From an optimization exercise on the open Yosys and OpenROAD flow, aimed at small area and a short achievable clock period; shortcuts taken in it are not production practice. Only the layout flow was run in this run; the RTL was not checked for function there.

==> design.v <==
module DA_z0
(
    input   wire            sys_clk ,
    input   wire    [3:0]   b_lo    ,
    input   wire    [3:0]   b_hi    ,
    input   wire            clr     ,
    input   wire            last    ,
    output  wire    [11:0]  z
);
localparam [16*12-1:0] ROM_LO = {12'h5a8, 12'h43e, 12'h43e, 12'h2d4, 12'h43e, 12'h2d4, 12'h2d4, 12'h16a, 12'h43e, 12'h2d4, 12'h2d4, 12'h16a, 12'h2d4, 12'h16a, 12'h16a, 12'h000};
localparam [32*12-1:0] ROM_HI = {12'h000, 12'he96, 12'he96, 12'hd2c, 12'he96, 12'hd2c, 12'hd2c, 12'hbc2, 12'he96, 12'hd2c, 12'hd2c, 12'hbc2, 12'hd2c, 12'hbc2, 12'hbc2, 12'ha58, 12'h5a8, 12'h43e, 12'h43e, 12'h2d4, 12'h43e, 12'h2d4, 12'h2d4, 12'h16a, 12'h43e, 12'h2d4, 12'h2d4, 12'h16a, 12'h2d4, 12'h16a, 12'h16a, 12'h000};
reg     [11:0]  acc ;
reg     [1:0]   low ;
wire    [11:0]  ra  = ROM_LO[12*b_lo +: 12];
wire    [11:0]  rb  = ROM_HI[12*{last, b_hi} +: 12];
wire    [13:0]  sum = {{2{acc[11]}}, acc} + {{2{ra[11]}}, ra} + {rb[11], rb, 1'b0};
always @(posedge sys_clk) begin
    acc <= clr ? 12'd0 : sum[13:2];
    low <= sum[1:0];
end
assign z = {acc[9:0], low};
endmodule
module DA_z1
(
    input   wire            sys_clk ,
    input   wire    [3:0]   b_lo    ,
    input   wire    [3:0]   b_hi    ,
    input   wire            clr     ,
    input   wire            last    ,
    output  wire    [11:0]  z
);
localparam [16*12-1:0] ROM_LO = {12'h520, 12'h32a, 12'h376, 12'h180, 12'h404, 12'h20e, 12'h25a, 12'h064, 12'h4bc, 12'h2c6, 12'h312, 12'h11c, 12'h3a0, 12'h1aa, 12'h1f6, 12'h000};
localparam [32*12-1:0] ROM_HI = {12'h000, 12'he0a, 12'he56, 12'hc60, 12'hee4, 12'hcee, 12'hd3a, 12'hb44, 12'hf9c, 12'hda6, 12'hdf2, 12'hbfc, 12'he80, 12'hc8a, 12'hcd6, 12'hae0, 12'h520, 12'h32a, 12'h376, 12'h180, 12'h404, 12'h20e, 12'h25a, 12'h064, 12'h4bc, 12'h2c6, 12'h312, 12'h11c, 12'h3a0, 12'h1aa, 12'h1f6, 12'h000};
reg     [11:0]  acc ;
reg     [1:0]   low ;
wire    [11:0]  ra  = ROM_LO[12*b_lo +: 12];
wire    [11:0]  rb  = ROM_HI[12*{last, b_hi} +: 12];
wire    [13:0]  sum = {{2{acc[11]}}, acc} + {{2{ra[11]}}, ra} + {rb[11], rb, 1'b0};
always @(posedge sys_clk) begin
    acc <= clr ? 12'd0 : sum[13:2];
    low <= sum[1:0];
end
assign z = {acc[9:0], low};
endmodule
module DA_z2
(
    input   wire            sys_clk ,
    input   wire    [3:0]   b_lo    ,
    input   wire    [3:0]   b_hi    ,
    input   wire            clr     ,
    input   wire            last    ,
    output  wire    [11:0]  z
);
localparam [16*12-1:0] ROM_LO = {12'h000, 12'he27, 12'hf3c, 12'hd63, 12'h0c4, 12'heeb, 12'h000, 12'he27, 12'h1d9, 12'h000, 12'h115, 12'hf3c, 12'h29d, 12'h0c4, 12'h1d9, 12'h000};
localparam [16*12-1:0] ROM_HI = {12'h000, 12'he27, 12'hf3c, 12'hd63, 12'h0c4, 12'heeb, 12'h000, 12'he27, 12'h1d9, 12'h000, 12'h115, 12'hf3c, 12'h29d, 12'h0c4, 12'h1d9, 12'h000};
reg     [11:0]  acc ;
reg     [1:0]   low ;
wire    [11:0]  ra  = ROM_LO[12*b_lo +: 12];
wire    [11:0]  rb  = ROM_HI[12*b_hi +: 12];
wire    [13:0]  sum = {{2{acc[11]}}, acc} + {{2{ra[11]}}, ra} + {rb[11], rb, 1'b0};
always @(posedge sys_clk) begin
    acc <= clr ? 12'd0 : sum[13:2];
    low <= sum[1:0];
end
assign z = {acc[9:0], low};
endmodule
module DA_z3
(
    input   wire            sys_clk ,
    input   wire    [3:0]   b_lo    ,
    input   wire    [3:0]   b_hi    ,
    input   wire            clr     ,
    input   wire            last    ,
    output  wire    [11:0]  z
);
localparam [16*12-1:0] ROM_LO = {12'he34, 12'hc8a, 12'he98, 12'hcee, 12'h02a, 12'he80, 12'h08e, 12'hee4, 12'hf50, 12'hda6, 12'hfb4, 12'he0a, 12'h146, 12'hf9c, 12'h1aa, 12'h000};
localparam [32*12-1:0] ROM_HI = {12'h000, 12'he56, 12'h064, 12'heba, 12'h1f6, 12'h04c, 12'h25a, 12'h0b0, 12'h11c, 12'hf72, 12'h180, 12'hfd6, 12'h312, 12'h168, 12'h376, 12'h1cc, 12'he34, 12'hc8a, 12'he98, 12'hcee, 12'h02a, 12'he80, 12'h08e, 12'hee4, 12'hf50, 12'hda6, 12'hfb4, 12'he0a, 12'h146, 12'hf9c, 12'h1aa, 12'h000};
reg     [11:0]  acc ;
reg     [1:0]   low ;
wire    [11:0]  ra  = ROM_LO[12*b_lo +: 12];
wire    [11:0]  rb  = ROM_HI[12*{last, b_hi} +: 12];
wire    [13:0]  sum = {{2{acc[11]}}, acc} + {{2{ra[11]}}, ra} + {rb[11], rb, 1'b0};
always @(posedge sys_clk) begin
    acc <= clr ? 12'd0 : sum[13:2];
    low <= sum[1:0];
end
assign z = {acc[9:0], low};
endmodule
module DA_z4
(
    input   wire            sys_clk ,
    input   wire    [3:0]   b_lo    ,
    input   wire    [3:0]   b_hi    ,
    input   wire            clr     ,
    input   wire            last    ,
    output  wire    [11:0]  z
);
localparam [16*12-1:0] ROM_LO = {12'h000, 12'he96, 12'h16a, 12'h000, 12'h16a, 12'h000, 12'h2d4, 12'h16a, 12'he96, 12'hd2c, 12'h000, 12'he96, 12'h000, 12'he96, 12'h16a, 12'h000};
localparam [16*12-1:0] ROM_HI = {12'h000, 12'he96, 12'h16a, 12'h000, 12'h16a, 12'h000, 12'h2d4, 12'h16a, 12'he96, 12'hd2c, 12'h000, 12'he96, 12'h000, 12'he96, 12'h16a, 12'h000};
reg     [11:0]  acc ;
reg     [1:0]   low ;
wire    [11:0]  ra  = ROM_LO[12*b_lo +: 12];
wire    [11:0]  rb  = ROM_HI[12*b_hi +: 12];
wire    [13:0]  sum = {{2{acc[11]}}, acc} + {{2{ra[11]}}, ra} + {rb[11], rb, 1'b0};
always @(posedge sys_clk) begin
    acc <= clr ? 12'd0 : sum[13:2];
    low <= sum[1:0];
end
assign z = {acc[9:0], low};
endmodule
module DA_z5
(
    input   wire            sys_clk ,
    input   wire    [3:0]   b_lo    ,
    input   wire    [3:0]   b_hi    ,
    input   wire            clr     ,
    input   wire            last    ,
    output  wire    [11:0]  z
);
localparam [16*12-1:0] ROM_LO = {12'h134, 12'h018, 12'h32a, 12'h20e, 12'h0d0, 12'hfb4, 12'h2c6, 12'h1aa, 12'hf8a, 12'he6e, 12'h180, 12'h064, 12'hf26, 12'he0a, 12'h11c, 12'h000};
localparam [32*12-1:0] ROM_HI = {12'h000, 12'hee4, 12'h1f6, 12'h0da, 12'hf9c, 12'he80, 12'h192, 12'h076, 12'he56, 12'hd3a, 12'h04c, 12'hf30, 12'hdf2, 12'hcd6, 12'hfe8, 12'hecc, 12'h134, 12'h018, 12'h32a, 12'h20e, 12'h0d0, 12'hfb4, 12'h2c6, 12'h1aa, 12'hf8a, 12'he6e, 12'h180, 12'h064, 12'hf26, 12'he0a, 12'h11c, 12'h000};
reg     [11:0]  acc ;
reg     [1:0]   low ;
wire    [11:0]  ra  = ROM_LO[12*b_lo +: 12];
wire    [11:0]  rb  = ROM_HI[12*{last, b_hi} +: 12];
wire    [13:0]  sum = {{2{acc[11]}}, acc} + {{2{ra[11]}}, ra} + {rb[11], rb, 1'b0};
always @(posedge sys_clk) begin
    acc <= clr ? 12'd0 : sum[13:2];
    low <= sum[1:0];
end
assign z = {acc[9:0], low};
endmodule
module DA_z6
(
    input   wire            sys_clk ,
    input   wire    [3:0]   b_lo    ,
    input   wire    [3:0]   b_hi    ,
    input   wire            clr     ,
    input   wire            last    ,
    output  wire    [11:0]  z
);
localparam [16*12-1:0] ROM_LO = {12'h000, 12'hf3c, 12'h1d9, 12'h115, 12'he27, 12'hd63, 12'h000, 12'hf3c, 12'h0c4, 12'h000, 12'h29d, 12'h1d9, 12'heeb, 12'he27, 12'h0c4, 12'h000};
localparam [16*12-1:0] ROM_HI = {12'h000, 12'hf3c, 12'h1d9, 12'h115, 12'he27, 12'hd63, 12'h000, 12'hf3c, 12'h0c4, 12'h000, 12'h29d, 12'h1d9, 12'heeb, 12'he27, 12'h0c4, 12'h000};
reg     [11:0]  acc ;
reg     [1:0]   low ;
wire    [11:0]  ra  = ROM_LO[12*b_lo +: 12];
wire    [11:0]  rb  = ROM_HI[12*b_hi +: 12];
wire    [13:0]  sum = {{2{acc[11]}}, acc} + {{2{ra[11]}}, ra} + {rb[11], rb, 1'b0};
always @(posedge sys_clk) begin
    acc <= clr ? 12'd0 : sum[13:2];
    low <= sum[1:0];
end
assign z = {acc[9:0], low};
endmodule
module DA_z7
(
    input   wire            sys_clk ,
    input   wire    [3:0]   b_lo    ,
    input   wire    [3:0]   b_hi    ,
    input   wire            clr     ,
    input   wire            last    ,
    output  wire    [11:0]  z
);
localparam [16*12-1:0] ROM_LO = {12'hefc, 12'he98, 12'h018, 12'hfb4, 12'hd52, 12'hcee, 12'he6e, 12'he0a, 12'h0f2, 12'h08e, 12'h20e, 12'h1aa, 12'hf48, 12'hee4, 12'h064, 12'h000};
localparam [32*12-1:0] ROM_HI = {12'h000, 12'hf9c, 12'h11c, 12'h0b8, 12'he56, 12'hdf2, 12'hf72, 12'hf0e, 12'h1f6, 12'h192, 12'h312, 12'h2ae, 12'h04c, 12'hfe8, 12'h168, 12'h104, 12'hefc, 12'he98, 12'h018, 12'hfb4, 12'hd52, 12'hcee, 12'he6e, 12'he0a, 12'h0f2, 12'h08e, 12'h20e, 12'h1aa, 12'hf48, 12'hee4, 12'h064, 12'h000};
reg     [11:0]  acc ;
reg     [1:0]   low ;
wire    [11:0]  ra  = ROM_LO[12*b_lo +: 12];
wire    [11:0]  rb  = ROM_HI[12*{last, b_hi} +: 12];
wire    [13:0]  sum = {{2{acc[11]}}, acc} + {{2{ra[11]}}, ra} + {rb[11], rb, 1'b0};
always @(posedge sys_clk) begin
    acc <= clr ? 12'd0 : sum[13:2];
    low <= sum[1:0];
end
assign z = {acc[9:0], low};
endmodule
module DCT_one_dimensional
(
    input   wire                    sys_clk         ,
    input   wire                    sys_rst_n       ,
    input   wire                    start           ,
    input   wire            [95:0]  DCT_data_in     ,
    output  wire    signed  [11:0]  DCT_data_o_z0   ,
    output  wire    signed  [11:0]  DCT_data_o_z1   ,
    output  wire    signed  [11:0]  DCT_data_o_z2   ,
    output  wire    signed  [11:0]  DCT_data_o_z3   ,
    output  wire    signed  [11:0]  DCT_data_o_z4   ,
    output  wire    signed  [11:0]  DCT_data_o_z5   ,
    output  wire    signed  [11:0]  DCT_data_o_z6   ,
    output  wire    signed  [11:0]  DCT_data_o_z7   ,
    output  wire                    data_en
);
reg     [8:1]   st      ;
always @(posedge sys_clk or negedge sys_rst_n)
    if (sys_rst_n == 1'b0)
        st <= 8'd0;
    else
        st <= {st[7:1], start};
assign data_en = st[8];
wire    b_first = st[1];
wire    b_last  = st[6];
wire    a_clr   = st[1];
wire    a_last  = st[7];
reg     [95:0]  xs      ;
wire    [95:0]  xs_nxt  ;
genvar          gi, gj;
generate
    for (gi = 0; gi < 8; gi = gi + 1) begin : g_smp
        for (gj = 0; gj < 12; gj = gj + 1) begin : g_bit
            if (gj >= 10) begin : g_top
                assign xs_nxt[12*gi+gj] = DCT_data_in[12*gi+gj];
            end else begin : g_shf
                assign xs_nxt[12*gi+gj] = start ? DCT_data_in[12*gi+gj] : xs[12*gi+gj+2];
            end
        end
    end
endgenerate
always @(posedge sys_clk)
    xs <= xs_nxt;
reg     [3:0]   ce, cd  ;        
reg     [3:0]   e_lo, e_hi, d_lo, d_hi;      
wire    [3:0]   ce_n, cd_n, el_n, eh_n, dl_n, dh_n;
generate
    for (gi = 0; gi < 4; gi = gi + 1) begin : g_bfly
        wire a0 = xs[12*gi];
        wire a1 = xs[12*gi+1];
        wire b0 = xs[12*(7-gi)];
        wire b1 = xs[12*(7-gi)+1];
        wire n0 = ~b0;
        wire n1 = ~b1;
        wire ec0 = b_first ? 1'b0 : ce[gi];
        wire es0 = a0 ^ b0 ^ ec0;
        wire ec1 = (a0 & b0) | (a0 & ec0) | (b0 & ec0);
        wire es1 = a1 ^ b1 ^ ec1;
        wire ec2 = (a1 & b1) | (a1 & ec1) | (b1 & ec1);
        wire dc0 = b_first ? 1'b1 : cd[gi];
        wire ds0 = a0 ^ n0 ^ dc0;
        wire dc1 = (a0 & n0) | (a0 & dc0) | (n0 & dc0);
        wire ds1 = a1 ^ n1 ^ dc1;
        wire dc2 = (a1 & n1) | (a1 & dc1) | (n1 & dc1);
        assign ce_n[gi] = ec2;
        assign cd_n[gi] = dc2;
        assign el_n[gi] = es0;
        assign eh_n[gi] = es1 ^ b_last;
        assign dl_n[gi] = ds0;
        assign dh_n[gi] = ds1 ^ b_last;
    end
endgenerate
always @(posedge sys_clk) begin
    ce   <= ce_n;
    cd   <= cd_n;
    e_lo <= el_n;
    e_hi <= eh_n;
    d_lo <= dl_n;
    d_hi <= dh_n;
end
DA_z0 DA_z0_inst (.sys_clk(sys_clk), .b_lo(e_lo), .b_hi(e_hi), .clr(a_clr), .last(a_last), .z(DCT_data_o_z0));
DA_z1 DA_z1_inst (.sys_clk(sys_clk), .b_lo(d_lo), .b_hi(d_hi), .clr(a_clr), .last(a_last), .z(DCT_data_o_z1));
DA_z2 DA_z2_inst (.sys_clk(sys_clk), .b_lo(e_lo), .b_hi(e_hi), .clr(a_clr), .last(a_last), .z(DCT_data_o_z2));
DA_z3 DA_z3_inst (.sys_clk(sys_clk), .b_lo(d_lo), .b_hi(d_hi), .clr(a_clr), .last(a_last), .z(DCT_data_o_z3));
DA_z4 DA_z4_inst (.sys_clk(sys_clk), .b_lo(e_lo), .b_hi(e_hi), .clr(a_clr), .last(a_last), .z(DCT_data_o_z4));
DA_z5 DA_z5_inst (.sys_clk(sys_clk), .b_lo(d_lo), .b_hi(d_hi), .clr(a_clr), .last(a_last), .z(DCT_data_o_z5));
DA_z6 DA_z6_inst (.sys_clk(sys_clk), .b_lo(e_lo), .b_hi(e_hi), .clr(a_clr), .last(a_last), .z(DCT_data_o_z6));
DA_z7 DA_z7_inst (.sys_clk(sys_clk), .b_lo(d_lo), .b_hi(d_hi), .clr(a_clr), .last(a_last), .z(DCT_data_o_z7));
endmodule
==> run.sh <==
#!/bin/bash
# synth_recipe.tcl (not shown) runs the flow's synth.tcl, then flattens the netlist and writes it again
# the make line also repeats each setting of config.mk as NAME=value (left out here)
make -C /OpenROAD-flow-scripts/flow DESIGN_CONFIG=/design/flow/config.mk WORK_HOME=/design/flow/orfs CLKGATE_MAP_FILE= SYNTH_SCRIPT=/design/flow/synth_recipe.tcl finish
==> config.mk <==
export PLATFORM = sky130hd
export DESIGN_NAME = DCT_one_dimensional
export DESIGN_NICKNAME = DCT_one_dimensional
export VERILOG_FILES = /design/flow/design.v
export SDC_FILE = /design/flow/constraint.sdc
export NUM_CORES = 4
export LEC_CHECK = 0
export CAP_MARGIN = 20
export CORE_MARGIN = 2
export CORE_UTILIZATION = 40
export SETUP_SLACK_MARGIN = 3.0
export SLEW_MARGIN = 20
==> constraint.sdc <==
create_clock -name core_clock -period 5.0 [get_ports {sys_clk}]
set_input_delay 1.0000 -clock core_clock [delete_from_list [all_inputs] [get_ports {sys_clk}]]
set_output_delay 1.0000 -clock core_clock [all_outputs]
set_load 0.01 [all_outputs]
==> summary.md <==
| Metric | Value |
|---|---|
| Outcome | finished clean |
| Commonest non-fill, non-tap cell in the layout | buf_4 |
| CTS H-Tree Depth | 1 |
| Cts bufs inserted | 30 |
| Post-route setup TNS | 0 ns |
| Grt total ovfl | 0 |
| Synth Register Bits | 240 |
| Critical-path top delay cell | dfxtp_4 |
| CP Max Fanout | 6 |
| Type of the most critical hold path | reg -> reg |
| All-layer global routing usage | 0.227 |
| Final hold vios | 0 |
| Mapped Nets | 2,548 |
| Commonest non-fill, non-tap cells in the layout | buf_4, nor2_1, buf_6 |
| Skew final | 0.0296 ns |
| CP arrival | 4.36 ns |
| Root Driver | clkbuf_16 |
| Cell count after synthesis | 2,194 |
| Synth top area share | 0.249 |
| Worst Setup End Kind | register |
| Worst endpoint required time | 5.49 ns |
| Post-synthesis cell type count | 76 |
| Iter 0 DRT Violations | 1,061 |
| Seq/Total Area, Yosys | 0.260 |
| Worst path cell trace | inv_8 -> ha_4 -> buf_6 -> buf_12 -> xnor2_4 -> ha_4 -> a21oi_4 -> o21ai_4 -> nor4_4 -> nor2b_1 -> xor2_1 -> ha_1 -> a211o_1 -> or2_4 -> o22a_1 -> a31oi_1 -> mux2_2 |
| Post-Place Setup Slack | 0.742 ns |
| Clock buffer depth | 3 |
| Worst-skew pair later-pin latency | 0.61 ns |
| Vias in the first global route | 16,800 |
| Initial antenna violation count | 3 |
| CTS tree | built |
| Die height | 220 um |
| Post-Syn Area | 0.0186 sq mm |
| Highest clock rate | 258 MHz |
| Die width | 220 um |
| Placer Congestion | 0.888 |
| Post-route DRC | 0 |
| Max Transition Viols Final | 0 |
| Dpl hpwl | 38,900 um |
| Post-route ant nets | 0 |
| Final nets | 2,869 |
| First-pass DRT Iterations | 5 |
| Post-synth EDFFs | 0 |
| Setup Viol. Count Final | 0 |
| # rows | 79 |
| DR vias | 17,500 |
| Unrepaired setup endpoints after global routing | yes |
| Max-Cap Viols | 0 |
| Crit path max-delay family | compound AO/OA/AOI/OAI gates |
| Post-Route WL | 59,000 um |
| IO buf count | 195 |
| Synth Area per Inst | 8.50 sq um |
| Min Tclk post-route | 3.87 ns |
| Top cell by count, worst path | ha_4 |
| Final WS setup | 1.13 ns |
| Max transition margin | 0.343 |
| Initial Utilization | 0.403 |
| Tcrit/Tclk final | 0.774 |
| Crit Path Category | reg -> reg |
| Hold-fix buffers, CTS | 0 |
| Crit path launch type | register |
| Clk sink count | 240 |
| Ys async rst share | 0.0333 |
| Max incr delay on CP | 0.41 ns |
| Number of placed I/O pins | 196 |
| Worst-path clk slew | 0.06 ns |
| Ys Warns | 9 |
| Core area | 0.0463 sq mm |
| Synth top area cells | dfxtp_1, ha_1, mux2_2, nor2_1, o21ai_0 |
| Largest area contributor in the netlist | dfxtp_1 |
| Wire per inst | 18.8 um |
| Die area | 0.0484 sq mm |
| Slew @ Worst Pin | 0.980 ns |
| Share of cells above drive strength 1 | 0.412 |
| Largest net degree at the start of global routing | 82 |
| Area delta synth->final | 44.7% |
| Main flop type after synthesis | dfxtp_1 |
| First-pass GRT wire length | 88,800 um |
| WP buf/inv | 3 |
| Drt via density | 5.56 |
==> sequential cells by signal, indices dropped and copies added, names as in the netlist, 4 cells and up <==
| name | cells |
|---|---|
| xs | 96 |
| DA_z0_inst.acc | 12 |
| DA_z1_inst.acc | 12 |
| DA_z2_inst.acc | 12 |
| DA_z3_inst.acc | 12 |
| DA_z4_inst.acc | 12 |
| DA_z5_inst.acc | 12 |
| DA_z6_inst.acc | 12 |
| DA_z7_inst.acc | 12 |
| st | 8 |
| cd | 4 |
| ce | 4 |
| d_hi | 4 |
| d_lo | 4 |
| e_hi | 4 |
| e_lo | 4 |
==> cells in the mapped netlist (all sizes together) (61+ instances only) <==
library cell and n:
o21ai 139, clkbuf 68, a21oi 123, nand2 130, xnor2 75, inv 105, ha 223, dfxtp 232
buf 104, nor2 206, nor3 61, mux2 100, nor2b 63
==> final timing paths <==
| check | from | endpoint | slack [ns] | cells after the start |
|---|---|---|---|---|
| max | d_lo[0] | DA_z7_inst.acc[10] | 1.13 | 17 |
| min | st[3] | st[4] | 0.35 | 0 |
| max reg2reg | d_lo[0] | DA_z7_inst.acc[10] | 1.13 | 17 |
| min reg2reg | st[3] | st[4] | 0.35 | 0 |
| max in group asynchronous | sys_rst_n | st[1] | 4.00 | 1 |
| min in group asynchronous | sys_rst_n | st[2] | 0.69 | 1 |
==> per-stage QoR <==
stage / hold WS (ns) / area (sq um) / util / instances
final: 0.352 / 27000 / 0.583 / 3145
after detailed placement: 0.337 / 21100 / 0.456 / 2837
after CTS: 0.351 / 25500 / 0.550 / 3067
after global routing: 0.353 / 27000 / 0.583 / 3144
after floorplan: 0.331 / 19300 / - / 2194
after global placement: 0.332 / 21100 / 0.456 / 2837
==> per-layer routing <==
layer	up-vias	GRT usage	wire, um
li1	8434	-	-
met1	8422	0.295	25500
met2	523	0.384	28000
met3	117	0.0411	3730
met4	0	0.0638	1750
met5	-	0	0
==> cell families (layout without fill, tap and decap cells) <==
family	after synthesis	in the layout	synth area share
flip-flops	240	240	0.260
adder cells (fa/ha/maj)	256	256	0.185
buffers and inverters	279	622	0.0724
multiplexers	117	117	0.0702
AND/OR/NAND/NOR	599	599	0.151
AO/OA/AOI/OAI	582	582	0.205
other	0	1	0
XOR/XNOR	121	121	0.0568
==> final cells by class <==
type                       count  area, sq um
fill                        3913        19300
inverter                     107          433
antenna                        1         2.50
sequential                   240         5070
clock buffer                  45          877
clock inverter                 9          128
multi-input combinational   1675        15300
timing repair buffer         461         4410
tap                          607          759
==> worst register-to-register path: stages, from the launching register on <==
cell     delay [ns]
dfxtp_4        0.41
inv_8          0.06
ha_4           0.27
buf_6          0.13
buf_12         0.12
xnor2_4        0.18
ha_4           0.24
a21oi_4        0.19
o21ai_4        0.10
nor4_4         0.26
nor2b_1        0.09
xor2_1         0.15
ha_1           0.32
a211o_1        0.32
or2_4          0.23
o22a_1         0.18
a31oi_1        0.17
mux2_2         0.36
==> timing repair <==
item	CTS	global route
cloned	0	2
pin swaps	220	144
gates resized for setup	973	182
setup endpoints to repair	211	195
setup buffers	176	75

## port drivers added, routing unchanged
The results above use ideal ports. As a check the final layout listed here was re-extracted and re-timed, cells and wires unchanged.
Step 1 (the two cells are an assumption about what drives the block):
set clk [get_ports {sys_clk}]
set_driving_cell -lib_cell sky130_fd_sc_hd__clkbuf_16 $clk
set_driving_cell -lib_cell sky130_fd_sc_hd__buf_2 [delete_from_list [all_inputs] $clk]
Step 2 moves the port delays by t, midway between the first and last clock arrival at a register: inputs arrive t later, outputs are due t later. That takes back most of the time a late clock gives input paths.
a / b / c = no drivers / after step 1 / after step 2; a / b = the first two.
t (ns): 0.653
setup slack, ns: 1.131 / 1.131 / 1.131
worst hold slack (ns): 0.352 / 0.352 / 0.352
latest minus earliest clock arrival (ns): 0.034 / 0.035
worst slew at a driven data input, ns: 0.05
After both steps setup and hold are still met in this run. For this run, drivers alone change the setup slack by 0.000 ns; drivers and shift together by 0.000 ns.
